From an optimization exercise on the open Yosys and OpenROAD flow, aimed at small area, a short achievable clock period and few clock cycles; shortcuts taken in it are not production practice. RTL that was checked went through simulation tests only; none was proved equivalent to the original. For runs 4 to 7, only the layout was checked, not whether the RTL still works. Power is estimated from default activity; no workload was simulated.

**flow/config.mk**
```make
export PLATFORM = sky130hd
export DESIGN_NAME = min_cpu
export DESIGN_NICKNAME = min_cpu
export VERILOG_FILES = /design/flow/design.v
export SDC_FILE = /design/flow/constraint.sdc
export NUM_CORES = 4
export LEC_CHECK = 0
export CAP_MARGIN = 20
export CORE_MARGIN = 2
export CORE_UTILIZATION = 40
export SETUP_SLACK_MARGIN = 4.0
export SLEW_MARGIN = 20
```
**flow/constraint.sdc**
```tcl
create_clock -name core_clock -period 8.0 [get_ports {clk}]
set_input_delay 1.6000 -clock core_clock [delete_from_list [all_inputs] [get_ports {clk}]]
set_output_delay 1.6000 -clock core_clock [all_outputs]
set_load 0.01 [all_outputs]
```
**flow/design.v**
```verilog
module min_cpu (clk, rst, mem_addr, mem_we, mem_wdata, mem_rdata);
    input clk;
    input rst;
    output [15:0] mem_addr;
    output mem_we;
    output [15:0] mem_wdata;
    input [15:0] mem_rdata;
    function sumzero;
        input [15:0] a, b;
        input ci;
        begin
            sumzero = ((a ^ b) == {a[14:0] | b[14:0], ci});
        end
    endfunction
    reg [15:0] rf [0:15];
    reg [15:0] pc, opa, opb;
    reg [3:0]  rx, ry;
    reg z;
    reg s_f, s_x, s_p, s_d, s_w;
    reg k_alurr, k_ldrr, k_strr, k_alum, k_ldm, k_stm, k_tst, k_bz, k_push, k_pop, k_popw;
    reg o_and, o_sub;
    reg we, asel;
    wire [15:0] n = mem_rdata;
    wire [2:0] n_cls = n[12:10];
    wire n_m   = (n[5:4] != 2'b00);
    wire n_ab  = n[5];
    wire n_mcl = (n_cls == 3'b100) | (n_cls == 3'b001) | (n_cls == 3'b010) | (n_cls == 3'b011);
    wire n_stk = (n_cls == 3'b110);
    wire n_push = n_stk & n[13];
    wire n_bz  = (n_cls == 3'b101);
    wire n_x   = n_mcl & n_m & n_ab;
    wire n_p   = n_push;
    wire n_d   = (n_mcl & n_m & ~n_ab) | (n_stk & ~n[13]);
    wire [15:0] rby = opb ^ {16{o_sub}};
    wire [15:0] rsum = opa + rby + o_sub;
    wire [15:0] ralu = o_and ? (opa & opb) : rsum;
    wire rzero = o_and ? ((opa & opb) == 16'd0) : sumzero(opa, rby, o_sub);
    wire m_sub = o_sub & ~s_x;
    wire [15:0] mx = s_x ? opb : opa;
    wire [15:0] my = mem_rdata ^ {16{m_sub}};
    wire [15:0] msum = mx + my + m_sub;
    wire [15:0] malu = (o_and & ~s_x) ? (opa & mem_rdata) : msum;
    wire [15:0] incdec = opb + {{15{k_push}}, 1'b1};
    assign mem_addr  = asel ? pc : opb;
    assign mem_we    = we;
    assign mem_wdata = opa;
    wire w_alu = s_f & k_alurr;
    wire w_a   = s_f & k_strr;
    wire w_b   = s_f & k_ldrr;
    wire w_inc = (s_f & k_popw) | s_p;
    wire w_rd  = s_d & (k_ldm | k_pop);
    wire wen = w_alu | w_a | w_b | w_inc | w_rd;
    wire [3:0] wa = (w_b | w_rd) ? rx : ry;
    wire [15:0] wd = ({16{w_alu}} & ralu) | ({16{w_a}} & opa) | ({16{w_b}} & opb) |
                     ({16{w_inc}} & incdec) | ({16{w_rd}} & mem_rdata);
    wire [3:0] nrx = n[9:6];
    wire [3:0] nry = n[3:0];
    wire fwd = s_f & (k_alurr | k_ldrr | k_strr | k_popw);
    wire [3:0] fwa = k_ldrr ? rx : ry;
    wire [15:0] ra = (fwd & (fwa == nrx)) ? wd : rf[nrx];
    wire [15:0] rb = (fwd & (fwa == nry)) ? wd : rf[nry];
    always @(posedge clk) begin
        if (wen) rf[wa] <= wd;
    end
    wire zrd = (mem_rdata == 16'd0);
    wire zopa = (opa == 16'd0);
    wire zopb = (opb == 16'd0);
    wire zn = (w_alu & rzero) | (w_a & zopa) | (w_b & zopb) |
              (s_d & (k_ldm | k_tst) & zrd) | (((s_d & k_stm) | s_w) & zopa) |
              (~(w_alu | w_a | w_b | (s_d & (k_ldm | k_tst | k_stm)) | s_w) & z);
    always @(posedge clk) z <= zn;
    wire taken = k_bz & z;
    wire [15:0] faddr = taken ? opb : pc;
    always @(posedge clk) begin
        if (rst) begin
            s_f <= 1'b1; s_x <= 1'b0; s_p <= 1'b0; s_d <= 1'b0; s_w <= 1'b0;
            k_alurr <= 1'b0; k_ldrr <= 1'b0; k_strr <= 1'b0; k_alum <= 1'b0;
            k_ldm <= 1'b0; k_stm <= 1'b0; k_tst <= 1'b0; k_bz <= 1'b0;
            k_push <= 1'b0; k_pop <= 1'b0; k_popw <= 1'b0;
            we <= 1'b0;
            asel <= 1'b1;
            pc <= 16'd0;
        end else begin
            if (s_f) begin
                pc <= faddr + 16'd1;
                s_f <= ~(n_x | n_p | n_d); s_x <= n_x; s_p <= n_p; s_d <= n_d; s_w <= 1'b0;
                k_alurr <= (n_cls == 3'b100) & ~n_m;
                k_ldrr  <= (n_cls == 3'b001) & ~n_m;
                k_strr  <= (n_cls == 3'b010) & ~n_m;
                k_alum  <= (n_cls == 3'b100) & n_m;
                k_ldm   <= (n_cls == 3'b001) & n_m;
                k_stm   <= (n_cls == 3'b010) & n_m;
                k_tst   <= (n_cls == 3'b011);
                k_bz    <= n_bz;
                k_push  <= n_push;
                k_pop   <= n_stk & ~n[13];
                k_popw  <= n_stk & ~n[13] & (nrx != nry);
                we      <= (n_cls == 3'b010) & n_m & ~n_ab;
                asel    <= n_x | ~(n_d | n_p | (n_bz & zn));
            end else begin
                if (s_x) pc <= pc + 16'd1;
                s_x <= 1'b0;
                s_p <= 1'b0;
                s_d <= s_x | s_p;
                s_w <= s_d & k_alum;
                s_f <= (s_d & ~k_alum) | s_w;
                we  <= (s_x & k_stm) | s_p | (s_d & k_alum);
                asel <= (s_d & ~k_alum) | s_w;
            end
        end
    end
    always @(posedge clk) begin
        if (s_f) begin
            rx  <= nrx;
            ry  <= nry;
            o_and <= (n[14:13] == 2'b11);
            o_sub <= (n[14:13] == 2'b10);
            opa <= ra;
            opb <= rb;
        end else if (s_x | s_p) begin
            opb <= s_x ? malu : incdec;
        end else if (s_d & k_alum) begin
            opa <= malu;
        end
    end
endmodule
```
**flow/run.sh**
```bash
#!/bin/bash
# synth_recipe.tcl (not shown) runs the flow's synth.tcl, then flattens the netlist and writes it again
# the make line also repeats each setting of config.mk as NAME=value (left out here)
make -C /OpenROAD-flow-scripts/flow DESIGN_CONFIG=/design/flow/config.mk WORK_HOME=/design/flow/orfs CLKGATE_MAP_FILE= SYNTH_SCRIPT=/design/flow/synth_recipe.tcl finish
```
==> run_results.csv, run 1 <==
group,metric,value,unit
status,outcome,"no timing/DRC/antenna violations",
logic_synthesis,syn-cell-area,0.01997,mm2
critical_path,startpoint_type,"flip-flop",
sta,setup_viol,0,
placement,io_buffers,50,
routing,antenna_left,0,
sta,maxSlewViolCount,0,
sta,fmax,0.2570,GHz
floorplanning,start_util,0.4063,
placement,routabilityCongestion,0.9416,
floorplanning,die_area,0.05173,mm2
layout,post-route-util,0.4597,
sta,clock_skew,0.02401,ns
clock_network,clockRootBuffer,"clkbuf_16",
floorplanning,rows,81,
clock_network,numCtsBuffers,38,
global_route,grt_pass1_wl,89040,um
critical_path,critPathArrivalTime,2.29,ns
logic_synthesis,synth_cell_types,71,
floorplanning,fp.coreArea,0.04915,mm2
logic_synthesis,yosys-top-cells-count,"edfxtp_1, mux4_2, nand2_1",
floorplanning,chipWidth,227.5,um
routing,vias,14070,
clock_network,clockBufferDepth,3,
critical_path,worstSetupEndpointType,"output pin",
logic_synthesis,synth_nets,1642,
sta,finalCritPeriodShare,0.4864,
placement,pre_cts_ws,3.180,ns
logic_synthesis,synth_flop_cell,"edfxtp_1",
critical_path,path_max_fanout,16,
logic_synthesis,synth_area_leaders,"edfxtp_1, mux4_2, ha_1",
clock_network,cts.sinks,333,
power,powerDensity,234.9,mW/mm2
clock_network,tritoncts,"done",
logic_synthesis,ys_seq_area_frac,0.4831,
layout,diodes,0,
job,max-cap-violations,0,
global_route,antenna_found_initial,0,
clock_network,hold_buffers,0,
placement,place_hpwl,38110,um
routing,drt_iter0_drc,1533,
routing,wl_per_cell,25.83,um
floorplanning,pin_count,51,
logic_synthesis,yosys.area.top_type_share,0.4481,
critical_path,crit_type,"reg2out",
logic_synthesis,ys_seq_elements,333,
logic_synthesis,ys_warn_count,1,
global_route,grt_pass1_vias,13950,
logic_synthesis,avgSynthCellArea,12.78,um2
logic_synthesis,yosysTopAreaCell,"edfxtp_1",
sta,setup_tns,0,ns
routing,via_per_inst,6.158,
sta,period_minus_slack,3.892,ns
global_route,grt_usage,0.2323,
layout,final_layout_size_suffix_gt1_frac,0.2080,
logic_synthesis,synthCells,1563,
clock_network,clk_pin_slew,0.06,ns
worst_hold_path,hp-class,"reg2reg",
power,p_leak,7.809,nW
clock_network,clk_latency,0.58,ns
sta,worst_slew_pin_slew,1.268,ns
logic_synthesis,ys_async_sr_fraction,0,
critical_path,critical_path_required,6.40,ns
global_route,gr-total-overflow,0,
layout,syn2layout_area_growth,13.15,%
placement,placed_area,0.02129,mm2
global_route,grt_max_degree,58,
floorplanning,die_h,227.5,um
layout,final_cell_area,0.02260,mm2
critical_path,ff2ff_setup_slack,4.13,ns
layout,fin_nets,1671,
layout,fillers,4355,
sta,final_hold_viol_count,0,
logic_synthesis,yosysMostFrequentCell,"edfxtp_1",
sta,worst_slack,4.108,ns
routing,drtPass1Iterations,6,
routing,drt-total-wl,58990,um
sta,slew_headroom,0.1545,
sta,rsz0062_at_grt,"yes",
routing,drc,0,
logic_synthesis,synth_edf_count,298,
power,ir_drop,154.1,uV
clock_network,htreeDepth,2,
[worst max-delay path, cell delays in order (launching register included)]
cell and delay, ns:
dfxtp_1 0.82, mux2_2 0.42, clkdlybuf4s50_1 0.48
[cell families (layout without fill, tap and decap cells)]
group	Yosys count	count (layout)	share of synthesized area
compound gates	304	304	0.1017
xor+xnor	99	99	0.04342
simple gates	390	390	0.09040
buf+inv	157	214	0.03064
flops	333	333	0.4831
fa+ha+maj	61	61	0.03934
mux	219	219	0.2113
[path summary, 6_finish.rpt]
| check | endpoint | startpoint | depth (start not counted) |
|---|---|---|---|
| max reg2reg | opa[12]$_DFFE_PP_ | opb[2]$_DFFE_PP_ | 13 |
| max | mem_addr[14] | asel$_SDFF_PP1_ | 2 |
| min reg2reg | pc[3]$_SDFFE_PP0P_ | pc[3]$_SDFFE_PP0P_ | 2 |
| min | pc[3]$_SDFFE_PP0P_ | pc[3]$_SDFFE_PP0P_ | 2 |
[flip-flops by register name, indices dropped and copies added (netlist names), 4 cells and up]
name  flops
opa      16
rf      256
pc       16
rx        4
ry        4
opb      16
[stage by stage]
step | hold WS [ns] | cells | total power, W
2_1_floorplan | 0.4378 | 1563 | 0.003158
3_3_place_gp | 0.4510 | 2212 | 0.003612
3_5_place_dp | 0.4599 | 2214 | 0.003622
4_1_cts | 0.4666 | 2282 | 0.005311
5_1_grt | 0.4931 | 2284 | 0.005548
6_report | 0.4689 | 2284 | 0.005309
[cell type report]
class / instances / area, um2 / share of cell area
multi-input combinational: 1073 / 9847 / 0.4357
sequential: 333 / 9652 / 0.4271
clock buffer: 46 / 980.9 / 0.04341
timing repair buffer: 100 / 928.4 / 0.04108
tap: 664 / 830.8 / 0.03676
clock inverter: 22 / 186.4 / 0.008250
inverter: 46 / 172.7 / 0.007641
[repair_timing]
item	4_1_cts	5_1_grt
endpoints found under the setup margin	29	73
resized for setup	8	20
cloned	0	1
setup buffers	0	0
[layer usage]
layer,vias up,part of all wire,wire length (um),global-route usage
li1,6197,-,-,-
met1,7077,0.41,24170,0.3162
met2,684,0.48,28160,0.3833
met3,107,0.084,4979,0.03214
met4,0,0.028,1673,0.08012
met5,-,0,0,0
[power by group]
part / switching (W) / total (W) / internal (W)
clock network: 0.000727 / 0.00167 / 0.000945
logic: 0.000856 / 0.00150 / 0.000642
registers: 0.000163 / 0.00214 / 0.00198
total: 0.00175 / 0.00531 / 0.00356
[placed cells by master, fill, tap and decap left out, types with 22 or more instances in the layout]
master / synthesis / routed
a21oi_1: 76 / 75
buf_4: 1 / 43
clkbuf_16: 0 / 39
clkdlybuf4s50_1: 0 / 41
dfxtp_1: 35 / 33
edfxtp_1: 298 / 298
ha_1: 58 / 58
inv_1: 46 / 46
mux2i_1: 41 / 41
mux4_2: 160 / 160
nand2_1: 140 / 138
nand3_1: 47 / 46
nor2_1: 91 / 75
nor3_1: 23 / 22
o21ai_0: 60 / 58
xnor2_1: 63 / 62
xor2_1: 36 / 36
Testbench counts, summed over its fixed seeds: cycles 168,454.
==> run 2: changes to the inputs <==
--- a/flow/config.mk
+++ b/flow/config.mk
@@ -10,3 +10,3 @@
 export CORE_UTILIZATION = 40
-export SETUP_SLACK_MARGIN = 4.0
+export SETUP_SLACK_MARGIN = 4.6
 export SLEW_MARGIN = 20
==> run 2 against run 1 <==
Against the previous run:
- final cell count rose by 4.4%
- still clean
- largest cell class unchanged
- sequential share of layout area fell by 2.6 points
- die area did not move
- combinational power rose by 27%
- critical endpoint is now opa[10]$_DFFE_PP_
- clock power rose by 6%
==> run_results.csv, run 2 <==
group,metric,value,unit
critical_path,worstReg2RegStart,"o_sub$_DFFE_PP_",
placement,routabilityCongestion,0.9405,
routing,drt-total-wl,62910,um
worst_hold_path,hp-class,"reg2reg",
critical_path,critPathArrivalTime,3.84,ns
sta,period_minus_slack,3.503,ns
sta,finalCritPeriodShare,0.4379,
critical_path,critical_path.top_delay_family,"compound AO/OA/AOI/OAI gates",
sta,fmax,0.2855,GHz
global_route,grt_pass1_wl,92950,um
critical_path,path_max_fanout,4,
layout,fin_nets,1773,
layout,diodes,0,
global_route,grt_util_met2,0.3916,
critical_path,setup.worst_path.start,"mem_rdata[3]",
critical_path,startpoint_type,"input port",
floorplanning,chipWidth,227.5,um
status,outcome,"no timing/DRC/antenna violations",
clock_network,htreeDepth,2,
routing,vias,14840,
worst_hold_path,worst_hold_startpoint,"k_tst$_SDFFE_PP0P_",
logic_synthesis,synth_area_leaders,"edfxtp_1, mux4_2, ha_1",
floorplanning,pin_count,51,
logic_synthesis,ys_seq_area_frac,0.4831,
global_route,grt-busiest-layer,"met2",
logic_synthesis,synth_nets,1642,
global_route,gr-total-overflow,0,
critical_path,cp_common_cell,"buf_4",
sta,setup_tns,0,ns
global_route,grt_usage,0.2449,
logic_synthesis,ys_warn_count,1,
critical_path,crit_type,"in2reg",
critical_path,crit_cells,14,
logic_synthesis,avgSynthCellArea,12.78,um2
routing,drtPass1Iterations,5,
global_route,grt_pass1_vias,14410,
clock_network,cts.sinks,333,
logic_synthesis,yosysTopAreaCell,"edfxtp_1",
routing,drc,0,
critical_path,path_cells,"buf_4, buf_12, xnor2_1, ha_2, buf_4, buf_4, o31ai_4, a211oi_2, o21ai_1, nand2b_1, xnor2_2, nor2_1, a311oi_2, a21oi_1",
critical_path,critPathMaxStageDelay,0.34,ns
clock_network,clk_latency,0.60,ns
critical_path,critical_path_required,8.33,ns
power,p_leak,8.747,nW
critical_path,crit_buf_inv,4,
floorplanning,fp.coreArea,0.04915,mm2
clock_network,clk_pin_slew,0.06,ns
sta,worst_slack,4.497,ns
sta,setup_viol,0,
critical_path,worstSetupEndpointType,"flip-flop",
global_route,gr-usage-met3,0.03833,
critical_path,critical_path.slowest_cell,"o31ai_4",
sta,slew_headroom,0.3719,
logic_synthesis,syn-cell-area,0.01997,mm2
routing,wl_per_cell,26.39,um
layout,layout_common_cells,"edfxtp_1, mux4_2, nand2_1, buf_4, nor2_1",
routing,via_per_inst,6.225,
routing,antenna_left,0,
placement,io_buffers,50,
floorplanning,die_area,0.05173,mm2
logic_synthesis,synth_cell_types,71,
power,powerDensity,238.0,mW/mm2
placement,pre_cts_ws,3.129,ns
critical_path,reg2reg_depth,12,
layout,syn2layout_area_growth,20.62,%
layout,largest_reg_flops,256,
worst_hold_path,min_delay_path_depth,2,
logic_synthesis,synth_edf_count,298,
layout,final_common_cell,"edfxtp_1",
global_route,antenna_found_initial,0,
logic_synthesis,synth_flop_cell,"edfxtp_1",
logic_synthesis,yosys-top-cells-count,"edfxtp_1, mux4_2, nand2_1",
sta,maxSlewViolCount,0,
routing,drt_iter0_drc,1623,
clock_network,numCtsBuffers,37,
layout,regMostFlops,"rf",
sta,clock_skew,0.04384,ns
floorplanning,start_util,0.4063,
logic_synthesis,synthCells,1563,
floorplanning,rows,81,
global_route,grtUsageMet1,0.3373,
power,ir_drop,148.8,uV
logic_synthesis,ys_async_sr_fraction,0,
logic_synthesis,ys_seq_elements,333,
sta,final_hold_viol_count,0,
clock_network,clockRootBuffer,"clkbuf_16",
job,max-cap-violations,0,
floorplanning,die_h,227.5,um
sta,rsz0062_at_grt,"yes",
sta,worst_slew_pin_slew,0.9395,ns
global_route,grt_max_degree,65,
logic_synthesis,yosys.area.top_type_share,0.4481,
logic_synthesis,yosysMostFrequentCell,"edfxtp_1",
clock_network,clockBufferDepth,3,
placement,place_hpwl,37600,um
layout,final_layout_size_suffix_gt1_frac,0.2884,
clock_network,tritoncts,"done",
[run 2: cell counts after synthesis]
Identical to the previous run, type by type.
[run 2: cell families after synthesis]
family	share of synthesized area
multiplexers	0.2113
flip-flops	0.4831
buffers and inverters	0.03064
AND/OR/NAND/NOR	0.09040
AO/OA/AOI/OAI	0.1017
XOR/XNOR	0.04342
adder cells (fa/ha/maj)	0.03934
[run 2: final timing paths]
| check | endpoint | slack, ns |
|---|---|---|
| worst max register to register | opb[12]$_DFFE_PP_ | 4.57 |
| worst max-delay path | opa[10]$_DFFE_PP_ | 4.50 |
| worst min-delay path | k_tst$_SDFFE_PP0P_ | 0.46 |
| worst min register to register | k_tst$_SDFFE_PP0P_ | 0.46 |
[run 2: worst reg2reg max path, delay by kind of cell (launching register included)]
family                   cells  cell delay (ns)
flip-flops                   1             0.41
AO/OA/AOI/OAI                7             1.63
buffers and inverters        1             0.18
multiplexers                 1             0.39
AND/OR/NAND/NOR              1             0.07
XOR/XNOR                     1             0.23
adder cells (fa/ha/maj)      1             0.27
[run 2: layout make-up]
type / instances / area [um2]
clock buffer: 43 / 948.4
fill: 4236 / 25060
inverter: 46 / 172.7
multi-input combinational: 1073 / 10180
clock inverter: 22 / 294.0
sequential: 333 / 9662
timing repair buffer: 203 / 1999
tap: 664 / 830.8
[run 2: power by group]
part / internal, W / switching (W) / total [W]
Sequential: 0.00197 / 0.0000945 / 0.00207
Clock: 0.00103 / 0.000744 / 0.00177
Combinational: 0.000847 / 0.00105 / 0.00190
[run 2: metrics by stage]
| step | instances | power, W | utilization | instance area, um2 | hold slack [ns] |
|---|---|---|---|---|---|
| 2_1_floorplan | 1563 | 0.003180 | - | 20260 | 0.4378 |
| 3_3_place_gp | 2216 | 0.003609 | 0.4343 | 21350 | 0.4451 |
| 3_5_place_dp | 2217 | 0.003621 | 0.4345 | 21360 | 0.4491 |
| 6_report | 2384 | 0.005735 | 0.4901 | 24090 | 0.4602 |
| 4_1_cts | 2366 | 0.005625 | 0.4815 | 23670 | 0.4586 |
| 5_1_grt | 2384 | 0.005969 | 0.4901 | 24090 | 0.4942 |
[run 2: what timing repair did]
item / in CTS / in global routing
buffers inserted: 79 / 17
hold buffers: 0 / 0
pin swaps: 27 / 32
cloned: 5 / 0
setup endpoints to repair: 396 / 180
endpoints found under the hold margin: 0 / 0
resized for setup: 103 / 68
[run 2: routing by layer]
layer,wire length (um),up-vias
li1,-,6404
met1,25540,7528
met2,29470,777
met3,5520,132
met4,2379,0
met5,0,-
==> run 3: changes to the inputs <==
--- a/flow/config.mk
+++ b/flow/config.mk
@@ -9,4 +9,5 @@
 export CORE_MARGIN = 2
-export CORE_UTILIZATION = 40
-export SETUP_SLACK_MARGIN = 4.6
+export CORE_UTILIZATION = 50
+export CTS_BUF_LIST = sky130_fd_sc_hd__clkbuf_4 sky130_fd_sc_hd__clkbuf_8
+export SETUP_SLACK_MARGIN = 4.7
 export SLEW_MARGIN = 20
==> run 3 against run 2 <==
Against the previous run:
- highest routed layer unchanged
- routed wire length up 4.7%
- critical path depth fell by 2
- core utilization is 12 points higher
- synthesized area did not move
- global-route usage increased by 7.3 points
- die area shrank 20%
- sequential power about the same
- clock skew rose by 0.011 ns
- final cell count is 2.4% lower
- still clean
- sequential share of layout area fell by 0.32 points
- setup slack improved by 0.055 ns
- critical endpoint is now opa[15]$_DFFE_PP_
==> run_results.csv, run 3 <==
group,metric,value,unit
logic_synthesis,yosys.area.top_type_share,0.4481,
critical_path,rr_endpoint,"opa[15]$_DFFE_PP_",
critical_path,critical_path.top_delay_family,"compound AO/OA/AOI/OAI gates",
global_route,grt_pass1_vias,14550,
logic_synthesis,synth_xor_area_frac,0.04342,
logic_synthesis,yosysTopAreaCell,"edfxtp_1",
sta,rsz0062_at_grt,"yes",
logic_synthesis,synth_edf_count,298,
floorplanning,die_area,0.04156,mm2
critical_path,critical_path_required,8.40,ns
logic_synthesis,synth_cell_types,71,
critical_path,critPathArrivalTime,3.85,ns
clock_network,htreeDepth,2,
floorplanning,chipWidth,203.9,um
routing,antenna_left,0,
worst_hold_path,hp-class,"reg2reg",
sta,finalCritPeriodShare,0.4310,
critical_path,path_cells,"buf_6, xnor2_4, ha_4, nand2b_1, o21ai_2, a211o_1, nand4_1, a21oi_2, mux2i_2, nor3_2, a311oi_1, nor3_1",
clock_network,hold_buffers,0,
critical_path,worstReg2RegStart,"opb[1]$_DFFE_PP_",
layout,largest_reg_flops,256,
floorplanning,start_util,0.5050,
critical_path,startpoint_type,"input port",
floorplanning,rows,73,
global_route,grt_pass1_wl,96070,um
logic_synthesis,yosys-top-cells-count,"edfxtp_1, mux4_2, nand2_1",
sta,clock_skew,0.05530,ns
layout,fin_nets,1833,
critical_path,crit_type,"in2reg",
critical_path,critical_path.slowest_cell,"a21oi_2",
routing,drt_iter0_drc,1924,
clock_network,clk_latency,0.67,ns
logic_synthesis,ys_async_sr_fraction,0,
layout,regMostFlops,"rf",
logic_synthesis,yosysMostFrequentCell,"edfxtp_1",
power,p_comb_frac,0.358,
clock_network,numCtsBuffers,57,
logic_synthesis,ys_seq_elements,333,
critical_path,path_max_fanout,8,
logic_synthesis,synth_nets,1642,
logic_synthesis,synth_area_leaders,"edfxtp_1, mux4_2, ha_1",
power,p_int,0.003716,W
layout,layout_common_cells,"edfxtp_1, mux4_2, buf_4, nand2_1, nor2_1",
logic_synthesis,avgSynthCellArea,12.78,um2
clock_network,clk_pin_slew,0.07,ns
sta,worst_slew_pin_slew,0.9397,ns
critical_path,reg2reg_depth,15,
logic_synthesis,synthMuxAreaShare,0.2113,
routing,drtPass1Iterations,6,
layout,final_common_cell,"edfxtp_1",
placement,place_hpwl,38000,um
status,outcome,"no timing/DRC/antenna violations",
layout,post-route-util,0.6140,
logic_synthesis,synth-simple-area-share,0.09040,
critical_path,setup.worst_path.start,"mem_rdata[1]",
power,p_total,0.005652,W
sta,period_minus_slack,3.448,ns
critical_path,crit_cells,12,
floorplanning,die_h,203.9,um
power,p_seq_frac,0.363,
global_route,antenna_found_initial,4,
power,ir_drop,136.2,uV
placement,routabilityCongestion,0.9115,
routing,wl_per_cell,28.29,um
routing,vias,15220,
sta,maxSlewViolCount,0,
critical_path,worstSetupEndpointType,"flip-flop",
power,clockPowerShare,0.280,
floorplanning,pin_count,51,
critical_path,crit_buf_inv,1,
sta,setup_tns,0,ns
logic_synthesis,synth_flop_cell,"edfxtp_1",
routing,via_per_inst,6.540,
clock_network,clockBufferDepth,3,
job,max-cap-violations,0,
layout,fillers,3069,
global_route,grt_max_degree,65,
clock_network,clockRootBuffer,"clkbuf_8",
power,powerDensity,232.7,mW/mm2
power,p_leak,8.877,nW
routing,drt-total-wl,65840,um
critical_path,crit_path_end,"opa[15]$_DFFE_PP_",
logic_synthesis,synthAdderAreaFrac,0.03934,
critical_path,ff2ff_setup_slack,4.56,ns
global_route,grt_usage,0.3182,
logic_synthesis,synth_top_family_by_area,"multiplexers",
layout,syn2layout_area_growth,21.59,%
global_route,gr-total-overflow,0,
power,swShare,0.3425,
layout,final_layout_size_suffix_gt1_frac,0.3372,
power,power.switching,0.001936,W
logic_synthesis,ys_warn_count,1,
sta,setup_viol,0,
routing,drc,0,
logic_synthesis,ys_seq_area_frac,0.4831,
logic_synthesis,synthCells,1563,
placement,io_buffers,50,
clock_network,tritoncts,"done",
logic_synthesis,syn-cell-area,0.01997,mm2
sta,fmax,0.2900,GHz
critical_path,critPathMaxStageDelay,0.30,ns
clock_network,cts.sinks,333,
sta,final_hold_viol_count,0,
floorplanning,fp.coreArea,0.03955,mm2
logic_synthesis,synth-compound-area-share,0.1017,
sta,slew_headroom,0.3735,
==> run 3: changes by cell type in the layout (fill, tap and decap cells not counted), moves of 6 or more <==
cell	delta
buf_12	+6
buf_2	+8
buf_4	+34
buf_6	+7
clkbuf_1	-6
clkbuf_16	-37
clkbuf_4	+18
clkbuf_8	+62
clkdlybuf4s50_1	-10
clkinv_2	+6
dlymetal6s2s_1	-8
mux2_2	-8
mux2_4	+8
==> run 3: what timing repair did <==
| action | 4_1_cts | 5_1_grt |
|---|---|---|
| setup buffers | 87 | 49 |
| resized for setup | 187 | 81 |
| pin swaps | 18 | 27 |
| setup endpoints to repair | 426 | 234 |
| gates cloned | 5 | 0 |
==> run 3: power by group through the flow <==
| stage | registers, W | logic (W) | clock network [W] |
|---|---|---|---|
| floorplan | 0.00207 | 0.00111 | 0 |
| global placement | 0.00217 | 0.00146 | 0 |
| detailed placement | 0.00217 | 0.00147 | 0 |
| CTS | 0.00204 | 0.00183 | 0.00161 |
| global route | 0.00205 | 0.00214 | 0.00169 |
| finish | 0.00205 | 0.00202 | 0.00158 |
==> run 3: cells by family after synthesis <==
| kind of cell | count (synthesis) |
|---|---|
| flops | 333 |
| fa+ha+maj | 61 |
| compound gates | 304 |
| buf+inv | 157 |
| simple gates | 390 |
| mux | 219 |
| xor+xnor | 99 |
==> run 3: worst min path at each step <==
stage	start	end	slack (ns)	cells after the start
after floorplan	k_tst$_SDFFE_PP0P_	k_tst$_SDFFE_PP0P_	0.44	2
after global placement	pc[2]$_SDFFE_PP0P_	pc[2]$_SDFFE_PP0P_	0.45	2
after detailed placement	k_tst$_SDFFE_PP0P_	k_tst$_SDFFE_PP0P_	0.46	2
after CTS	k_tst$_SDFFE_PP0P_	k_tst$_SDFFE_PP0P_	0.47	2
after global routing	k_tst$_SDFFE_PP0P_	k_tst$_SDFFE_PP0P_	0.48	2
final	pc[2]$_SDFFE_PP0P_	pc[2]$_SDFFE_PP0P_	0.47	2
==> run 3: worst min-delay path: stages (launching register included) <==
cell and delay, ns:
dfxtp_1 0.32, nand2_1 0.05, a21oi_1 0.05
==> run 3: area by class of cell <==
cell class / count / area (um2) / share of cell area
multi-input combinational: 1074 / 10330 / 0.4255
clock buffer: 80 / 988.4 / 0.04070
inverter: 46 / 176.4 / 0.007265
timing repair buffer: 242 / 2288 / 0.09423
clock inverter: 25 / 173.9 / 0.007162
antenna: 2 / 5.005 / 0.0002061
tap: 525 / 656.9 / 0.02705
sequential: 333 / 9662 / 0.3979
==> run 3: stage by stage <==
stage               hold WS [ns]  setup WS [ns]  instance area [um2]  std cells
floorplan                 0.4378          3.947                20360       1563
global placement          0.4502          3.148                21190       2079
detailed placement        0.4581          3.161                21190       2079
CTS                       0.4663          4.589                23530       2276
global route              0.4801          4.414                24280       2326
finish                    0.4653          4.552                24280       2327
==> run 3: layer usage <==
metal  vias to the layer above  routed length (um)  global-route usage
met5                         -                   0                   0
li1                       6551                   -                   -
met3                       178                6153             0.05899
met1                      7606               26200              0.4417
met4                         0                3242              0.1387
met2                       883               30240              0.4936
==> run 4: changes to the inputs <==
--- a/flow/design.v
+++ b/flow/design.v
@@ -9,5 +9,4 @@
         input [15:0] a, b;
-        input ci;
         begin
-            sumzero = ((a ^ b) == {a[14:0] | b[14:0], ci});
+            sumzero = ((a ^ b) == {a[14:0] | b[14:0], 1'b0});
         end
@@ -32,12 +31,10 @@
     wire n_p   = n_push;
+    wire n_sub = (n_cls == 3'b100) & (n[15:13] == 3'b010);
     wire n_d   = (n_mcl & n_m & ~n_ab) | (n_stk & ~n[13]);
-    wire [15:0] rby = opb ^ {16{o_sub}};
-    wire [15:0] rsum = opa + rby + o_sub;
-    wire [15:0] ralu = o_and ? (opa & opb) : rsum;
-    wire rzero = o_and ? ((opa & opb) == 16'd0) : sumzero(opa, rby, o_sub);
-    wire m_sub = o_sub & ~s_x;
+    wire [15:0] rsum = opa + opb;
+    wire [15:0] randv = opa & opb;
+    wire rzero = o_and ? (randv == 16'd0) : (o_sub ? ((opa ^ opb) == 16'hFFFF) : sumzero(opa, opb));
     wire [15:0] mx = s_x ? opb : opa;
-    wire [15:0] my = mem_rdata ^ {16{m_sub}};
-    wire [15:0] msum = mx + my + m_sub;
-    wire [15:0] malu = (o_and & ~s_x) ? (opa & mem_rdata) : msum;
+    wire [15:0] msum = mx + mem_rdata;
+    wire [15:0] malu = (o_and & ~s_x) ? (opa & mem_rdata) : (msum ^ {16{o_sub & ~s_x}});
     wire [15:0] incdec = opb + {{15{k_push}}, 1'b1};
@@ -46,2 +43,5 @@
     assign mem_wdata = opa;
+    wire w_add = s_f & k_alurr & ~o_and & ~o_sub;
+    wire w_sub = s_f & k_alurr & o_sub;
+    wire w_and = s_f & k_alurr & o_and;
     wire w_alu = s_f & k_alurr;
@@ -53,3 +53,3 @@
     wire [3:0] wa = (w_b | w_rd) ? rx : ry;
-    wire [15:0] wd = ({16{w_alu}} & ralu) | ({16{w_a}} & opa) | ({16{w_b}} & opb) |
+    wire [15:0] wd = ({16{w_add}} & rsum) | ({16{w_sub}} & ~rsum) | ({16{w_and}} & randv) | ({16{w_a}} & opa) | ({16{w_b}} & opb) |
                      ({16{w_inc}} & incdec) | ({16{w_rd}} & mem_rdata);
@@ -59,4 +59,13 @@
     wire [3:0] fwa = k_ldrr ? rx : ry;
-    wire [15:0] ra = (fwd & (fwa == nrx)) ? wd : rf[nrx];
-    wire [15:0] rb = (fwd & (fwa == nry)) ? wd : rf[nry];
+    reg [15:0] ra_rf, rb_rf;
+    integer ri;
+    always @(*) begin
+        ra_rf = 16'd0; rb_rf = 16'd0;
+        for (ri = 0; ri < 16; ri = ri + 1) begin
+            ra_rf = ra_rf | (rf[ri] & {16{nrx == ri}});
+            rb_rf = rb_rf | (rf[ri] & {16{nry == ri}});
+        end
+    end
+    wire [15:0] ra = (fwd & (fwa == nrx)) ? wd : ra_rf;
+    wire [15:0] rb = (fwd & (fwa == nry)) ? wd : rb_rf;
     always @(posedge clk) begin
@@ -117,3 +126,3 @@
             o_sub <= (n[14:13] == 2'b10);
-            opa <= ra;
+            opa <= ra ^ {16{n_sub}};
             opb <= rb;
--- a/flow/config.mk
+++ b/flow/config.mk
@@ -9,4 +9,3 @@
 export CORE_MARGIN = 2
-export CORE_UTILIZATION = 50
-export CTS_BUF_LIST = sky130_fd_sc_hd__clkbuf_4 sky130_fd_sc_hd__clkbuf_8
+export CORE_UTILIZATION = 40
 export SETUP_SLACK_MARGIN = 4.7
==> run 4 against run 3 <==
Against the previous run:
- still clean on timing, DRC and antenna
- routed wire length rose by 27%
- die area rose by 22%
- maximum frequency fell by 3.8%
- clock power rose by 4%
- core utilization fell by 9.7 points
- global-route usage rose by 0.29 points
- sequential power barely moved
- register-to-register slack got worse by 0.14 ns
- total power rose by 5.3%
- critical path type is now reg2reg
- largest power group is now combinational logic
==> run_results.csv, run 4 <==
group,metric,value,unit
power,powerDensity,237.0,mW/mm2
critical_path,critPathMaxStageDelay,0.43,ns
layout,largest_reg_flops,256,
sta,setup_viol,0,
critical_path,ff2ff_setup_slack,4.42,ns
placement,io_buffers,50,
layout,final_cell_area,0.02510,mm2
placement,routabilityCongestion,1.003,
routing,antenna_left,0,
clock_network,clk_latency,0.58,ns
sta,finalCritPeriodShare,0.4480,
critical_path,path_max_fanout,4,
layout,fin_nets,2153,
logic_synthesis,synth_edf_count,298,
layout,stdcell_count,2717,
floorplanning,die_h,225.1,um
worst_hold_path,hp-class,"reg2reg",
floorplanning,rows,81,
logic_synthesis,ys_seq_elements,333,
logic_synthesis,ys_warn_count,1,
routing,drt-total-wl,83510,um
logic_synthesis,synth_top_family_by_area,"compound AO/OA/AOI/OAI gates",
power,p_leak,9.036,nW
routing,drc,0,
critical_path,path_cells,"buf_6, fa_2, a21o_1, a221oi_4, a211oi_2, o41ai_2, xnor2_2, a21oi_2, o211ai_1, buf_6, o211ai_1, o21ai_1",
logic_synthesis,synthAdderAreaFrac,0.04211,
logic_synthesis,avgSynthCellArea,10.44,um2
critical_path,worstSetupEndpointType,"flip-flop",
sta,clock_skew,0.01783,ns
logic_synthesis,synth_flop_cell,"edfxtp_1",
global_route,gr-total-overflow,0,
floorplanning,pin_count,51,
logic_synthesis,yosys.area.top_type_share,0.4578,
routing,drtPass1Iterations,9,
logic_synthesis,synthCells,1872,
global_route,grt_usage,0.3211,
logic_synthesis,synth_xor_area_frac,0.04032,
logic_synthesis,yosys-top-cells-count,"edfxtp_1, nand2_1, nor2_1",
sta,slew_headroom,0.2443,
routing,wl_per_cell,30.74,um
logic_synthesis,yosysTopAreaCell,"edfxtp_1",
global_route,grt_max_degree,59,
critical_path,crit_type,"reg2reg",
layout,final_layout_size_suffix_gt1_frac,0.2506,
clock_network,clockBufferDepth,3,
sta,setup_tns,0,ns
routing,via_per_inst,6.842,
floorplanning,chipWidth,225.1,um
clock_network,clockRootBuffer,"clkbuf_16",
clock_network,tritoncts,"done",
critical_path,critical_path.slowest_cell,"edfxtp_1",
floorplanning,die_area,0.05066,mm2
critical_path,startpoint_type,"flip-flop",
clock_network,clk_pin_slew,0.07,ns
critical_path,crit_buf_inv,2,
floorplanning,start_util,0.4027,
logic_synthesis,ys_async_sr_fraction,0,
global_route,grt_pass1_vias,17300,
sta,fmax,0.2790,GHz
sta,maxSlewViolCount,0,
layout,diodes,0,
layout,multiInputGateArea,0.01065,mm2
layout,fillers,4211,
sta,period_minus_slack,3.584,ns
placement,placed_area,0.02125,mm2
logic_synthesis,synth-compound-area-share,0.2262,
critical_path,critical_path.top_delay_family,"compound AO/OA/AOI/OAI gates",
layout,syn2layout_area_growth,28.41,%
layout,regMostFlops,"rf",
sta,worst_slew_pin_slew,1.129,ns
placement,dp.cells,2489,
layout,final_common_cell,"edfxtp_1",
clock_network,cts.sinks,333,
floorplanning,fp.coreArea,0.04855,mm2
routing,drt_iter0_drc,3239,
global_route,grt_pass1_wl,118500,um
job,max-cap-violations,0,
critical_path,critical_path_required,8.30,ns
critical_path,critPathArrivalTime,3.89,ns
sta,final_hold_viol_count,0,
logic_synthesis,syn-cell-area,0.01955,mm2
logic_synthesis,synth-simple-area-share,0.1359,
status,outcome,"no timing/DRC/antenna violations",
logic_synthesis,ys_seq_area_frac,0.4936,
clock_network,htreeDepth,2,
logic_synthesis,synth_area_leaders,"edfxtp_1, ha_1, a22oi_1",
logic_synthesis,synth_nets,1954,
sta,rsz0062_at_grt,"yes",
placement,place_hpwl,50930,um
global_route,antenna_found_initial,0,
clock_network,hold_buffers,0,
power,ir_drop,179.1,uV
layout,layout_common_cells,"edfxtp_1, buf_4, nand2_1, a22oi_1, nor2_1",
logic_synthesis,yosysMostFrequentCell,"edfxtp_1",
logic_synthesis,synthMuxAreaShare,0.02682,
logic_synthesis,synth_cell_types,75,
routing,vias,18590,
clock_network,numCtsBuffers,36,
layout,register_area,0.009662,mm2
run 4: changes by cell type after synthesis, sizes merged, moves of 13 or more:
| cell | previous run | this run |
|---|---|---|
| a21oi | 78 | 95 |
| nor2 | 91 | 115 |
| a221oi | 3 | 78 |
| a22o | 6 | 76 |
| a22oi | 3 | 95 |
| mux2 | 18 | 3 |
| nand3 | 47 | 74 |
| nand2 | 142 | 164 |
| clkbuf | 79 | 103 |
| buf | 32 | 19 |
| nand4 | 7 | 34 |
| mux4 | 160 | 0 |
| xor2 | 36 | 22 |
| o21ai | 65 | 102 |
run 4: worst register-to-register path, delay by kind of cell, from the launching register on:
kind	cells	cell delay (ns)
xor gates and xnor gates	1	0.21
DFF	1	0.43
adders and majority gates	1	0.40
buffers and inverters	2	0.35
AOI/OAI and AO/OA	8	1.93
run 4: path summary, 6_finish.rpt:
check | endpoint | from | cells past startpoint
hold reg to reg | k_tst$_SDFFE_PP0P_ | k_tst$_SDFFE_PP0P_ | 2
hold / removal | k_tst$_SDFFE_PP0P_ | k_tst$_SDFFE_PP0P_ | 2
setup / recovery | opb[12]$_DFFE_PP_ | opb[0]$_DFFE_PP_ | 12
setup reg to reg | opb[12]$_DFFE_PP_ | opb[0]$_DFFE_PP_ | 12
run 4: what timing repair did:
action | in CTS | in global routing
hold endpoints to repair | 0 | 0
setup buffers | 119 | 39
gates resized for setup | 264 | 151
setup endpoints to repair | 263 | 144
gates cloned | 5 | 3
pin swaps | 56 | 85
run 4: area by class of cell:
type,count,area share
multi-input cells,1360,0.4243
flip-flops and latches,333,0.3849
repair buffers,283,0.1057
clock buffers,48,0.03933
well taps,622,0.03100
inverters,57,0.009421
clock inverters,14,0.005333
run 4: kinds of logic after synthesis:
kind of cell	Yosys count
adders and majority gates	64
xor gates and xnor gates	90
DFF	333
muxes	52
buffers and inverters	179
AOI/OAI and AO/OA	617
and+or+nand+nor	537
run 4: per-layer routing:
| layer | share of wire | vias to the layer above | GRT usage |
|---|---|---|---|
| li1 | - | 7774 | - |
| met1 | 0.37 | 8877 | 0.4182 |
| met2 | 0.43 | 1527 | 0.4821 |
| met3 | 0.12 | 413 | 0.07327 |
| met4 | 0.081 | 0 | 0.2059 |
| met5 | 0 | - | 0 |
run 4: power breakdown:
group / internal, W / total [W] / switching [W]
sequential: 0.00200 / 0.00208 / 0.0000857
combinational: 0.000935 / 0.00223 / 0.00129
clock: 0.000906 / 0.00164 / 0.000736
total: 0.00384 / 0.00595 / 0.00211
run 4: metrics by stage:
stage	util	power (W)	hold slack, ns	setup WS, ns
after global placement	0.4378	0.003672	0.4540	2.872
after detailed placement	0.4378	0.003681	0.4594	2.906
after floorplan	-	0.003131	0.4378	4.236
after global routing	0.5171	0.006142	0.4994	4.410
after CTS	0.4975	0.005644	0.4689	4.507
final	0.5171	0.005949	0.4701	4.416
==> run 5: changes to the inputs <==
--- a/flow/config.mk
+++ b/flow/config.mk
@@ -10,2 +10,3 @@
 export CORE_UTILIZATION = 40
+export CTS_BUF_LIST = sky130_fd_sc_hd__clkbuf_4 sky130_fd_sc_hd__clkbuf_8
 export SETUP_SLACK_MARGIN = 4.7
==> run 5 against run 4 <==
Against the previous run:
- still clean
- sequential power is essentially flat
- critical path type unchanged
- largest cell class unchanged
- design area shrank 1.6%
- register-to-register slack gained 0.11 ns
- maximum frequency grew 3.1%
- largest power group unchanged
- clock skew grew 0.032 ns
- critical endpoint unchanged
==> run_results.csv, run 5 <==
group,metric,value,unit
clock_network,clk_pin_slew,0.06,ns
clock_network,clk_latency,0.70,ns
placement,routabilityCongestion,1.003,
critical_path,path_max_fanout,4,
logic_synthesis,synth_area_leaders,"edfxtp_1, ha_1, a22oi_1",
clock_network,clockRootBuffer,"clkbuf_8",
sta,finalCritPeriodShare,0.4344,
logic_synthesis,synthCells,1872,
routing,drt_iter0_drc,3021,
global_route,grt_pass1_wl,117900,um
layout,post-route-util,0.5091,
global_route,gr-total-overflow,0,
sta,period_minus_slack,3.475,ns
layout,final_layout_size_suffix_gt1_frac,0.2581,
routing,wl_per_cell,30.34,um
global_route,grt_pass1_vias,17430,
logic_synthesis,yosys-top-cells-count,"edfxtp_1, nand2_1, nor2_1",
logic_synthesis,yosysTopAreaCell,"edfxtp_1",
routing,drc,0,
sta,maxSlewViolCount,0,
logic_synthesis,yosys.area.top_type_share,0.4578,
routing,drt-total-wl,83280,um
routing,drtPass1Iterations,8,
job,max-cap-violations,0,
critical_path,worstSetupEndpointType,"flip-flop",
placement,place_hpwl,50930,um
logic_synthesis,avgSynthCellArea,10.44,um2
routing,via_per_inst,6.801,
sta,fmax,0.2878,GHz
logic_synthesis,ys_seq_elements,333,
logic_synthesis,ys_seq_area_frac,0.4936,
layout,regMostFlops,"rf",
sta,rsz0062_at_grt,"yes",
floorplanning,chipWidth,225.1,um
floorplanning,start_util,0.4027,
global_route,grt_max_degree,59,
clock_network,cts.sinks,333,
clock_network,numCtsBuffers,56,
sta,setup_viol,0,
layout,fin_nets,2158,
floorplanning,die_area,0.05066,mm2
power,powerDensity,238.4,mW/mm2
critical_path,startpoint_type,"flip-flop",
logic_synthesis,synth_nets,1954,
status,outcome,"no timing/DRC/antenna violations",
clock_network,htreeDepth,2,
routing,antenna_left,0,
logic_synthesis,syn-cell-area,0.01955,mm2
global_route,antenna_found_initial,0,
logic_synthesis,ys_async_sr_fraction,0,
power,ir_drop,128.7,uV
sta,slew_headroom,0.2909,
layout,layout_common_cells,"edfxtp_1, buf_4, nand2_1, a22oi_1, nor2_1",
floorplanning,rows,81,
layout,largest_reg_flops,256,
clock_network,clockBufferDepth,3,
critical_path,critical_path_required,8.42,ns
floorplanning,pin_count,51,
critical_path,crit_type,"reg2reg",
layout,diodes,0,
layout,final_common_cell,"edfxtp_1",
global_route,grt_usage,0.3193,
floorplanning,fp.coreArea,0.04855,mm2
logic_synthesis,synth_flop_cell,"edfxtp_1",
sta,setup_tns,0,ns
logic_synthesis,yosysMostFrequentCell,"edfxtp_1",
floorplanning,die_h,225.1,um
logic_synthesis,synth_edf_count,298,
layout,syn2layout_area_growth,26.41,%
placement,io_buffers,50,
logic_synthesis,synth_cell_types,75,
worst_hold_path,hp-class,"reg2reg",
sta,clock_skew,0.05013,ns
sta,final_hold_viol_count,0,
sta,worst_slew_pin_slew,1.060,ns
routing,vias,18670,
critical_path,critPathArrivalTime,3.89,ns
power,p_leak,8.954,nW
logic_synthesis,ys_warn_count,1,
clock_network,tritoncts,"done",
## run 5: final cells by class
class / count / area [um2]
tap: 622 / 778.2
multi-input combinational: 1360 / 10500
clock inverter: 35 / 282.8
sequential: 333 / 9662
timing repair buffer: 268 / 2360
fill: 4304 / 23830
inverter: 57 / 232.7
clock buffer: 70 / 894.6
## run 5: per-layer routing
layer	GRT usage	part of all wire	vias up	routed length (um)
met4	0.2029	0.072	0	6016
met3	0.08110	0.12	404	10070
met5	0	0	-	0
li1	-	-	7803	-
met2	0.4763	0.43	1478	35840
met1	0.4137	0.38	8984	31350
## run 5: what timing repair did
| action | 4_1_cts | 5_1_grt |
|---|---|---|
| cloned | 3 | 2 |
| hold buffers | 0 | 0 |
| buffers inserted | 97 | 49 |
| resized for setup | 263 | 116 |
| pin swaps | 40 | 49 |
| setup endpoints to repair | 265 | 135 |
## run 5: stage by stage
step	total power [W]	std cells	hold WS (ns)	setup WS [ns]	cell area (um2)
floorplan	0.003131	1872	0.4378	4.236	19930
global placement	0.003672	2489	0.4540	2.872	21250
detailed placement	0.003681	2489	0.4594	2.906	21250
CTS	0.005594	2694	0.4689	4.530	23810
global route	0.006093	2745	0.5036	4.512	24710
finish	0.005892	2745	0.4678	4.525	24710
## run 5: worst max-delay path, cell delays in order (launching register included)
cell	delay (ns)
edfxtp_1	0.53
buf_4	0.21
ha_4	0.25
a21o_1	0.22
a221oi_4	0.31
a211oi_2	0.14
o41ai_2	0.36
xnor2_2	0.20
a21oi_2	0.15
o211ai_1	0.19
buf_6	0.20
o211ai_1	0.31
o21ai_1	0.13
## run 5: path summary, 6_finish.rpt
path | from | depth (start not counted) | end | slack [ns]
setup / recovery | opb[2]$_DFFE_PP_ | 12 | opb[12]$_DFFE_PP_ | 4.53
hold / removal | k_tst$_SDFFE_PP0P_ | 2 | k_tst$_SDFFE_PP0P_ | 0.47
setup reg to reg | opb[2]$_DFFE_PP_ | 12 | opb[12]$_DFFE_PP_ | 4.53
hold reg to reg | k_tst$_SDFFE_PP0P_ | 2 | k_tst$_SDFFE_PP0P_ | 0.47
## run 5: where the power goes
part / switching (W) / internal, W
clock network: 0.000772 / 0.000873
logic: 0.00127 / 0.000895
registers: 0.0000833 / 0.00200
## run 5: kinds of logic after synthesis
kind of cell / after synthesis / share of synthesized area
xor gates and xnor gates: 90 / 0.04032
muxes: 52 / 0.02682
DFF: 333 / 0.4936
and+or+nand+nor: 537 / 0.1359
AOI/OAI and AO/OA: 617 / 0.2262
adders and majority gates: 64 / 0.04211
buffers and inverters: 179 / 0.03507
==> run 6: changes to the inputs <==
==> flow/flow/run.sh (new file) <==
#!/bin/bash
# Own flow: the standard layout, with Yosys's full/half-adder extraction turned off
# (ADDER_MAP_FILE empty), so that ABC maps the adders as plain logic.
set -euo pipefail
grep -q 'CLKGATE_MAP_FILE= ' standard.sh
sed 's/CLKGATE_MAP_FILE= /CLKGATE_MAP_FILE= ADDER_MAP_FILE= /' standard.sh > std_noadder.sh
bash std_noadder.sh finish > flow_make.log 2>&1
==> flow/standard.sh (new file) <==
#!/bin/bash
# synth_recipe.tcl (not shown) runs the flow's synth.tcl, then flattens the netlist and writes it again
# the make line also repeats each setting of config.mk as NAME=value (left out here)
make -C /OpenROAD-flow-scripts/flow DESIGN_CONFIG=/design/flow/config.mk WORK_HOME=/design/flow/orfs CLKGATE_MAP_FILE= SYNTH_SCRIPT=/design/flow/synth_recipe.tcl "${@:-finish}"
--- a/flow/config.mk
+++ b/flow/config.mk
@@ -10,3 +10,2 @@
 export CORE_UTILIZATION = 40
-export CTS_BUF_LIST = sky130_fd_sc_hd__clkbuf_4 sky130_fd_sc_hd__clkbuf_8
 export SETUP_SLACK_MARGIN = 4.7
removed: flow/run.sh
==> run 6 against run 5 <==
Against the previous run:
- still clean
- via count increased by 1.6%
- clock power rose by 12%
- final cell count is 0.51% lower
- critical endpoint is now opa[15]$_DFFE_PP_
- largest cell class unchanged
==> run_results.csv, run 6 <==
group,metric,value,unit
floorplanning,start_util,0.4048,
critical_path,critical_path.slowest_cell,"clkdlybuf4s50_1",
job,max-cap-violations,0,
floorplanning,pin_count,51,
global_route,gr-usage-met3,0.07280,
sta,slew_headroom,0.2455,
clock_network,htreeDepth,2,
layout,final_layout_size_suffix_gt1_frac,0.2941,
routing,wl_per_cell,30.82,um
logic_synthesis,synth_cell_types,87,
sta,finalCritPeriodShare,0.4393,
sta,setup_viol,0,
floorplanning,die_area,0.05010,mm2
layout,layout_common_cells,"edfxtp_1, buf_4, nand2_1, nor2_1, a22oi_1",
power,ir_drop,214.3,uV
critical_path,critPathMaxStageDelay,0.79,ns
routing,drt_iter0_drc,3618,
global_route,grt_max_degree,48,
layout,register_area,0.009659,mm2
critical_path,critical_path.top_delay_family,"buffers and inverters",
floorplanning,die_h,223.8,um
critical_path,worstReg2RegStart,"opb[9]$_DFFE_PP_",
global_route,grtUsageMet1,0.4127,
layout,fillers,4011,
global_route,grt_pass1_vias,17880,
logic_synthesis,yosysMostFrequentCell,"edfxtp_1",
layout,final_common_cell,"edfxtp_1",
critical_path,setup.worst_path.start,"mem_rdata[15]",
logic_synthesis,yosys.area.top_type_share,0.4629,
worst_hold_path,min_delay_path_depth,2,
sta,rsz0062_at_grt,"yes",
worst_hold_path,worst_hold_startpoint,"pc[4]$_SDFFE_PP0P_",
routing,drt-total-wl,84160,um
critical_path,startpoint_type,"input port",
routing,drc,0,
critical_path,path_cells,"clkdlybuf4s50_1, nand4b_1, buf_4, nand3_1, a211oi_2, a221oi_2, o31ai_1, nor3b_1",
logic_synthesis,yosysTopAreaCell,"edfxtp_1",
power,powerDensity,241.9,mW/mm2
status,outcome,"no timing/DRC/antenna violations",
placement,place_hpwl,46780,um
global_route,grt-busiest-layer,"met2",
layout,syn2layout_area_growth,31.87,%
global_route,antenna_found_initial,1,
global_route,gr-total-overflow,0,
logic_synthesis,synth_edf_count,298,
logic_synthesis,ys_async_sr_fraction,0,
logic_synthesis,synthCells,1850,
logic_synthesis,ys_seq_elements,333,
sta,final_hold_viol_count,0,
logic_synthesis,syn-cell-area,0.01933,mm2
routing,drtPass1Iterations,9,
critical_path,crit_cells,8,
clock_network,clockRootBuffer,"clkbuf_16",
sta,worst_slew_pin_slew,1.132,ns
sta,setup_tns,0,ns
layout,largest_reg_flops,256,
critical_path,crit_type,"in2reg",
sta,fmax,0.2846,GHz
global_route,grt_usage,0.3244,
logic_synthesis,ys_seq_area_frac,0.4992,
power,p_total,0.006165,W
power,p_leak,8.878,nW
critical_path,crit_buf_inv,2,
placement,io_buffers,50,
routing,antenna_left,0,
clock_network,numCtsBuffers,38,
logic_synthesis,synth_area_leaders,"edfxtp_1, a221oi_1, xnor2_1",
routing,vias,18970,
sta,period_minus_slack,3.514,ns
clock_network,tritoncts,"done",
worst_hold_path,hp-class,"reg2reg",
critical_path,reg2reg_depth,12,
layout,multiInputGateArea,0.01024,mm2
placement,routabilityCongestion,0.9276,
logic_synthesis,avgSynthCellArea,10.45,um2
floorplanning,fp.coreArea,0.04775,mm2
floorplanning,rows,80,
critical_path,critical_path_required,8.33,ns
global_route,grt_util_met2,0.5058,
critical_path,path_max_fanout,18,
logic_synthesis,synth_flop_cell,"edfxtp_1",
floorplanning,chipWidth,223.8,um
clock_network,clockBufferDepth,3,
logic_synthesis,ys_warn_count,1,
clock_network,hold_buffers,0,
sta,maxSlewViolCount,0,
clock_network,clk_pin_slew,0.07,ns
critical_path,critPathArrivalTime,3.84,ns
clock_network,clk_latency,0.58,ns
logic_synthesis,yosys-top-cells-count,"edfxtp_1, nand2_1, nor2_1",
routing,via_per_inst,6.946,
global_route,grt_pass1_wl,119700,um
sta,clock_skew,0.02483,ns
layout,regMostFlops,"rf",
critical_path,worstSetupEndpointType,"flip-flop",
logic_synthesis,synth_nets,1868,
layout,fin_nets,2105,
clock_network,cts.sinks,333,
==> run 6: cell types whose count changed after synthesis, sizes merged, moves of 18 or more <==
cell	delta
inv	-33
buf	+21
and3	+18
mux2	+25
nand3	-32
xnor2	+23
ha	-61
==> run 6: metal layers <==
metal  vias up  part of all wire
li1       7783                 -
met1      9054              0.35
met2      1666              0.43
met3       465              0.14
met4         2             0.078
met5         -           0.00015
==> run 6: through the flow <==
step	cell area (um2)	instances	setup slack [ns]	utilization	hold WS [ns]
6_report	25490	2731	4.486	0.5339	0.4779
5_1_grt	25490	2730	4.399	0.5338	0.4959
4_1_cts	24590	2682	4.493	0.5150	0.4796
3_5_place_dp	20740	2418	2.625	0.4343	0.4659
3_3_place_gp	20730	2418	2.648	0.4342	0.4503
2_1_floorplan	19630	1850	3.947	-	0.4407
==> run 6: layout make-up <==
cell class	count	share of cell area
clock buffers	44	0.03942
flip-flops and latches	333	0.3790
diodes	1	0.00009817
inverters	23	0.004221
multi-input cells	1339	0.4018
repair buffers	352	0.1339
well taps	615	0.03019
clock inverters	24	0.01144
==> run 6: worst paths after layout <==
| path | to | slack [ns] |
|---|---|---|
| setup reg to reg | opa[15]$_DFFE_PP_ | 4.51 |
| hold reg to reg | pc[4]$_SDFFE_PP0P_ | 0.48 |
| setup / recovery | opa[15]$_DFFE_PP_ | 4.49 |
| hold / removal | pc[4]$_SDFFE_PP0P_ | 0.48 |
==> run 6: cells by family after synthesis <==
family                     Yosys count  synth area share
AOI/OAI and AO/OA                  623            0.2359
DFF                                333            0.4992
xor gates and xnor gates           122           0.05638
muxes                               60           0.03308
and+or+nand+nor                    524            0.1342
adders and majority gates            9          0.004725
buffers and inverters              179           0.03651
==> run 6: timing repair <==
| item | CTS | global route |
|---|---|---|
| resized for setup | 264 | 129 |
| endpoints found under the hold margin | 0 | 0 |
| pin swaps | 46 | 50 |
| buffers inserted | 191 | 46 |
| gates cloned | 5 | 2 |
| endpoints found under the setup margin | 276 | 129 |
==> run 6: power by group <==
part	switching, W	total (W)	leakage, nW	internal, W
sequential	0.0000701	0.00213	3.07	0.00206
clock	0.000760	0.00183	0.615	0.00107
combinational	0.00130	0.00221	5.19	0.000907
total	0.00213	0.00617	8.88	0.00404
==> run 6: worst register-to-register path, cell delays in order, from the launching register on <==
cell and delay [ns]:
edfxtp_1 0.49, buf_6 0.18, buf_4 0.17, a21oi_1 0.24, a211oi_2 0.16, o41ai_1 0.40
a21oi_1 0.09, a311oi_2 0.37, o221ai_2 0.20, a21o_4 0.34, a221oi_2 0.36, o31ai_1 0.13
nor3b_1 0.21
==> run 7: changes to the inputs <==
--- a/flow/design.v
+++ b/flow/design.v
@@ -31,8 +31,8 @@
     wire n_p   = n_push;
-    wire n_sub = (n_cls == 3'b100) & (n[15:13] == 3'b010);
     wire n_d   = (n_mcl & n_m & ~n_ab) | (n_stk & ~n[13]);
     wire [15:0] rsum = opa + opb;
+    wire [15:0] rdiff = opa - opb;
     wire [15:0] randv = opa & opb;
-    wire rzero = o_and ? (randv == 16'd0) : (o_sub ? ((opa ^ opb) == 16'hFFFF) : sumzero(opa, opb));
-    wire [15:0] mx = s_x ? opb : opa;
+    wire rzero = o_and ? (randv == 16'd0) : (o_sub ? (opa == opb) : sumzero(opa, opb));
+    wire [15:0] mx = s_x ? opb : (opa ^ {16{o_sub}});
     wire [15:0] msum = mx + mem_rdata;
@@ -53,3 +53,3 @@
     wire [3:0] wa = (w_b | w_rd) ? rx : ry;
-    wire [15:0] wd = ({16{w_add}} & rsum) | ({16{w_sub}} & ~rsum) | ({16{w_and}} & randv) | ({16{w_a}} & opa) | ({16{w_b}} & opb) |
+    wire [15:0] wd = ({16{w_add}} & rsum) | ({16{w_sub}} & rdiff) | ({16{w_and}} & randv) | ({16{w_a}} & opa) | ({16{w_b}} & opb) |
                      ({16{w_inc}} & incdec) | ({16{w_rd}} & mem_rdata);
@@ -68,4 +68,4 @@
     end
-    wire [15:0] ra = (fwd & (fwa == nrx)) ? wd : ra_rf;
-    wire [15:0] rb = (fwd & (fwa == nry)) ? wd : rb_rf;
+    wire hita = fwd & (fwa == nrx);
+    wire hitb = fwd & (fwa == nry);
     always @(posedge clk) begin
@@ -126,9 +126,5 @@
             o_sub <= (n[14:13] == 2'b10);
-            opa <= ra ^ {16{n_sub}};
-            opb <= rb;
-        end else if (s_x | s_p) begin
-            opb <= s_x ? malu : incdec;
-        end else if (s_d & k_alum) begin
-            opa <= malu;
         end
+        if (s_f | (s_d & k_alum)) opa <= hita ? wd : (s_f ? ra_rf : malu);
+        if (s_f | s_x | s_p) opb <= hitb ? wd : (s_f ? rb_rf : (s_x ? malu : incdec));
     end
==> flow/run.sh (new file) <==
#!/bin/bash
# synth_recipe.tcl (not shown) runs the flow's synth.tcl, then flattens the netlist and writes it again
# the make line also repeats each setting of config.mk as NAME=value (left out here)
make -C /OpenROAD-flow-scripts/flow DESIGN_CONFIG=/design/flow/config.mk WORK_HOME=/design/flow/orfs CLKGATE_MAP_FILE= SYNTH_SCRIPT=/design/flow/synth_recipe.tcl finish
--- a/flow/config.mk
+++ b/flow/config.mk
@@ -10,2 +10,3 @@
 export CORE_UTILIZATION = 40
+export CTS_BUF_LIST = sky130_fd_sc_hd__clkbuf_4 sky130_fd_sc_hd__clkbuf_8
 export SETUP_SLACK_MARGIN = 4.7
removed: flow/flow/run.sh
removed: flow/standard.sh
==> run 7 against run 6 <==
Against the previous run:
- sequential power about the same
- flip-flop and latch count unchanged
- routed wire length up 4.4%
- die area is 2.2% higher
- total power up 0.93%
- first-iteration DRC count grew 0.25%
- highest routed layer unchanged
==> run_results.csv, run 7 <==
group,metric,value,unit
sta,finalCritPeriodShare,0.4212,
sta,fmax,0.2968,GHz
routing,drt-total-wl,87850,um
routing,route.met2.wl,37170,um
routing,vias,19390,
floorplanning,pin_count,51,
critical_path,crit_buf_inv,5,
job,max-cap-violations,0,
power,powerDensity,245.5,mW/mm2
layout,multiInputGateArea,0.01072,mm2
clock_network,numCtsBuffers,53,
floorplanning,die_h,226.3,um
layout,fin_nets,2228,
power,ir_drop,129.9,uV
critical_path,path_max_fanout,3,
logic_synthesis,ys_seq_elements,333,
logic_synthesis,yosysMostFrequentCell,"edfxtp_1",
placement,routabilityCongestion,0.9472,
global_route,grt_usage,0.3336,
sta,setup_viol,0,
global_route,gr-total-overflow,0,
routing,wl_per_cell,31.02,um
sta,setup_tns,0,ns
critical_path,critPathMaxStageDelay,0.31,ns
routing,antenna_left,0,
global_route,grt_pass1_wl,123400,um
floorplanning,start_util,0.4046,
layout,fillers,4277,
clock_network,clk_latency,0.67,ns
routing,wl_met1,31480,um
routing,drtPass1Iterations,9,
layout,regMostFlops,"rf",
clock_network,clockRootBuffer,"clkbuf_8",
layout,register_area,0.009658,mm2
sta,period_minus_slack,3.370,ns
routing,drt_iter0_drc,3627,
sta,holdWs,0.4574,ns
critical_path,startpoint_type,"input port",
logic_synthesis,yosys.area.top_type_share,0.4528,
placement,io_buffers,50,
routing,via_per_inst,6.847,
critical_path,critical_path.top_delay_family,"compound AO/OA/AOI/OAI gates",
logic_synthesis,yosysTopAreaCell,"edfxtp_1",
clock_network,htreeDepth,2,
global_route,grt_max_degree,51,
logic_synthesis,avgSynthCellArea,10.51,um2
layout,final_common_cell,"edfxtp_1",
critical_path,critical_path.slowest_cell,"o31ai_4",
logic_synthesis,ys_async_sr_fraction,0,
floorplanning,chipWidth,226.3,um
logic_synthesis,ys_warn_count,1,
clock_network,cts.sinks,333,
critical_path,path_cells,"buf_8, buf_12, ha_4, inv_2, fa_2, nor2b_4, o31ai_4, buf_6, a21oi_4, buf_4, a211oi_4, xnor2_2, o211ai_1, o21ai_1",
layout,syn2layout_area_growth,28.26,%
floorplanning,fp.coreArea,0.04885,mm2
critical_path,crit_type,"in2reg",
logic_synthesis,synthCells,1880,
floorplanning,rows,81,
sta,clock_skew,0.05794,ns
logic_synthesis,synth_nets,1978,
critical_path,critPathArrivalTime,3.71,ns
critical_path,critical_path_required,8.34,ns
floorplanning,die_area,0.05120,mm2
logic_synthesis,synth_edf_count,298,
sta,final_hold_viol_count,0,
placement,dp.cells,2556,
logic_synthesis,yosys-top-cells-count,"edfxtp_1, nand2_1, a21oi_1",
layout,largest_reg_flops,256,
global_route,grt_pass1_vias,18210,
layout,stdcell_count,2832,
layout,layout_common_cells,"edfxtp_1, buf_4, nand2_1, a21oi_1, a22oi_1",
layout,final_layout_size_suffix_gt1_frac,0.2733,
logic_synthesis,syn-cell-area,0.01976,mm2
clock_network,clk_pin_slew,0.06,ns
global_route,antenna_found_initial,3,
logic_synthesis,synth_flop_cell,"edfxtp_1",
status,outcome,"no timing/DRC/antenna violations",
sta,worst_slew_pin_slew,1.014,ns
placement,place_hpwl,51940,um
critical_path,worstSetupEndpointType,"flip-flop",
sta,slew_headroom,0.3216,
clock_network,tritoncts,"done",
worst_hold_path,hp-class,"reg2reg",
logic_synthesis,synth_area_leaders,"edfxtp_1, ha_1, a22oi_1",
routing,wl_met3,12040,um
sta,maxSlewViolCount,0,
routing,highest_layer,"met5",
power,p_leak,9.028,nW
routing,drc,0,
sta,rsz0062_at_grt,"yes",
clock_network,clockBufferDepth,3,
logic_synthesis,synth_cell_types,82,
logic_synthesis,ys_seq_area_frac,0.4882,
## run 7: final cells by class
| cell class | instances | share of cell area |
|---|---|---|
| flip-flops and latches | 333 | 0.3810 |
| well taps | 664 | 0.03277 |
| clock buffers | 66 | 0.03263 |
| repair buffers | 311 | 0.1136 |
| diodes | 2 | 0.0001974 |
| inverters | 58 | 0.01012 |
| multi-input cells | 1372 | 0.4229 |
| repair inverters | 1 | 0.0002962 |
| clock inverters | 25 | 0.006515 |
## run 7: worst paths after layout
kind | start | endpoint | slack, ns | depth (start not counted)
worst min-delay path | k_tst$_SDFFE_PP0P_ | k_tst$_SDFFE_PP0P_ | 0.46 | 2
worst max register to register | opb[0]$_DFFE_PP_ | opb[14]$_DFFE_PP_ | 4.67 | 12
worst max-delay path | mem_rdata[0] | opb[12]$_DFFE_PP_ | 4.63 | 14
worst min register to register | k_tst$_SDFFE_PP0P_ | k_tst$_SDFFE_PP0P_ | 0.46 | 2
## run 7: repair_timing
item,4_1_cts,5_1_grt
pin swaps,41,55
endpoints found under the setup margin,497,275
gates resized for setup,259,141
buffers inserted,130,44
hold buffers,0,0
cloned,5,4
hold endpoints to repair,0,0
## run 7: cell families (layout without fill, tap and decap cells)
family / count (synthesis) / in the layout / share of synthesized area
xor+xnor: 95 / 95 / 0.04280
compound gates: 666 / 666 / 0.2406
flops: 333 / 333 / 0.4882
fa+ha+maj: 80 / 80 / 0.05217
simple gates: 497 / 497 / 0.1248
mux: 34 / 34 / 0.01792
buf+inv: 175 / 461 / 0.03349
other cells: 0 / 2 / 0
## run 7: per-stage QoR
stage / power, W / util / cell area (um2) / setup WS [ns]
6_report: 0.006222 / 0.5189 / 25350 / 4.630
5_1_grt: 0.006450 / 0.5188 / 25340 / 4.595
4_1_cts: 0.005930 / 0.5003 / 24440 / 4.631
3_5_place_dp: 0.004100 / 0.4427 / 21630 / 3.256
3_3_place_gp: 0.004081 / 0.4426 / 21620 / 3.289
2_1_floorplan: 0.003439 / - / 19980 / 4.483
## run 7: layer usage
metal,global-route usage,vias up
met5,0,-
li1,-,7950
met3,0.09628,458
met2,0.4958,1788
met1,0.4213,9193
met4,0.2252,2
## run 7: power by group
part / switching [W] / internal [W]
clock network: 0.000708 / 0.000715
registers: 0.0000733 / 0.00208
logic: 0.00159 / 0.00105
total: 0.00237 / 0.00385
## run 7: worst register-to-register path, stage by stage (launching register included)
cell and delay [ns]:
edfxtp_1 0.45, buf_12 0.18, buf_8 0.13, ha_4 0.16, fa_2 0.38, nor3_4 0.18, o31ai_2 0.10, and3_4 0.18
o41ai_4 0.23, nor2b_2 0.20, o211ai_1 0.16, a221o_2 0.46, a22o_1 0.24

==> re-timing with driven ports <==
The flow's constraints put no driver on any port. The routed layouts listed below were extracted and timed again, unchanged, in two steps.
Step 1 sets driving cells, clkbuf_16 on the clock port and buf_2 on the other inputs (assumed; they add their load-dependent delay and slew).
Step 2 also shifts input and output timing later by t, the mid clock arrival at the registers, as if the neighbouring blocks saw the same clock.
Three values: ideal ports, drivers, drivers and shift; two values: the first two.
run | t, ns | setup slack, ns | clock arrival spread, ns | worst register clock-pin slew, ns | worst data-port slew with drivers (ns)
run 1 | 0.620 | 4.108 / 4.053 / 3.528 | 0.024 / 0.024 | 0.06 / 0.06 | 0.07
run 2 | 0.633 | 4.497 / 4.425 / 3.792 | 0.045 / 0.045 | 0.06 / 0.06 | 0.18
run 3 | 0.701 | 4.552 / 4.546 / 3.854 | 0.055 / 0.055 | 0.07 / 0.07 | 0.13
run 4 | 0.625 | 4.416 / 4.416 / 3.878 | 0.021 / 0.021 | 0.07 / 0.07 | 0.08
run 5 | 0.730 | 4.525 / 4.525 / 3.846 | 0.051 / 0.051 | 0.07 / 0.07 | 0.14
run 6 | 0.623 | 4.486 / 4.510 / 3.886 | 0.025 / 0.025 | 0.07 / 0.07 | 0.11
run 7 | 0.696 | 4.630 / 4.589 / 3.943 | 0.058 / 0.058 | 0.07 / 0.07 | 0.05
After both steps every run listed still meets setup and hold. The setup slack of run 2, which loses most, moves by -0.072 ns with the drivers and by -0.705 ns with both steps.
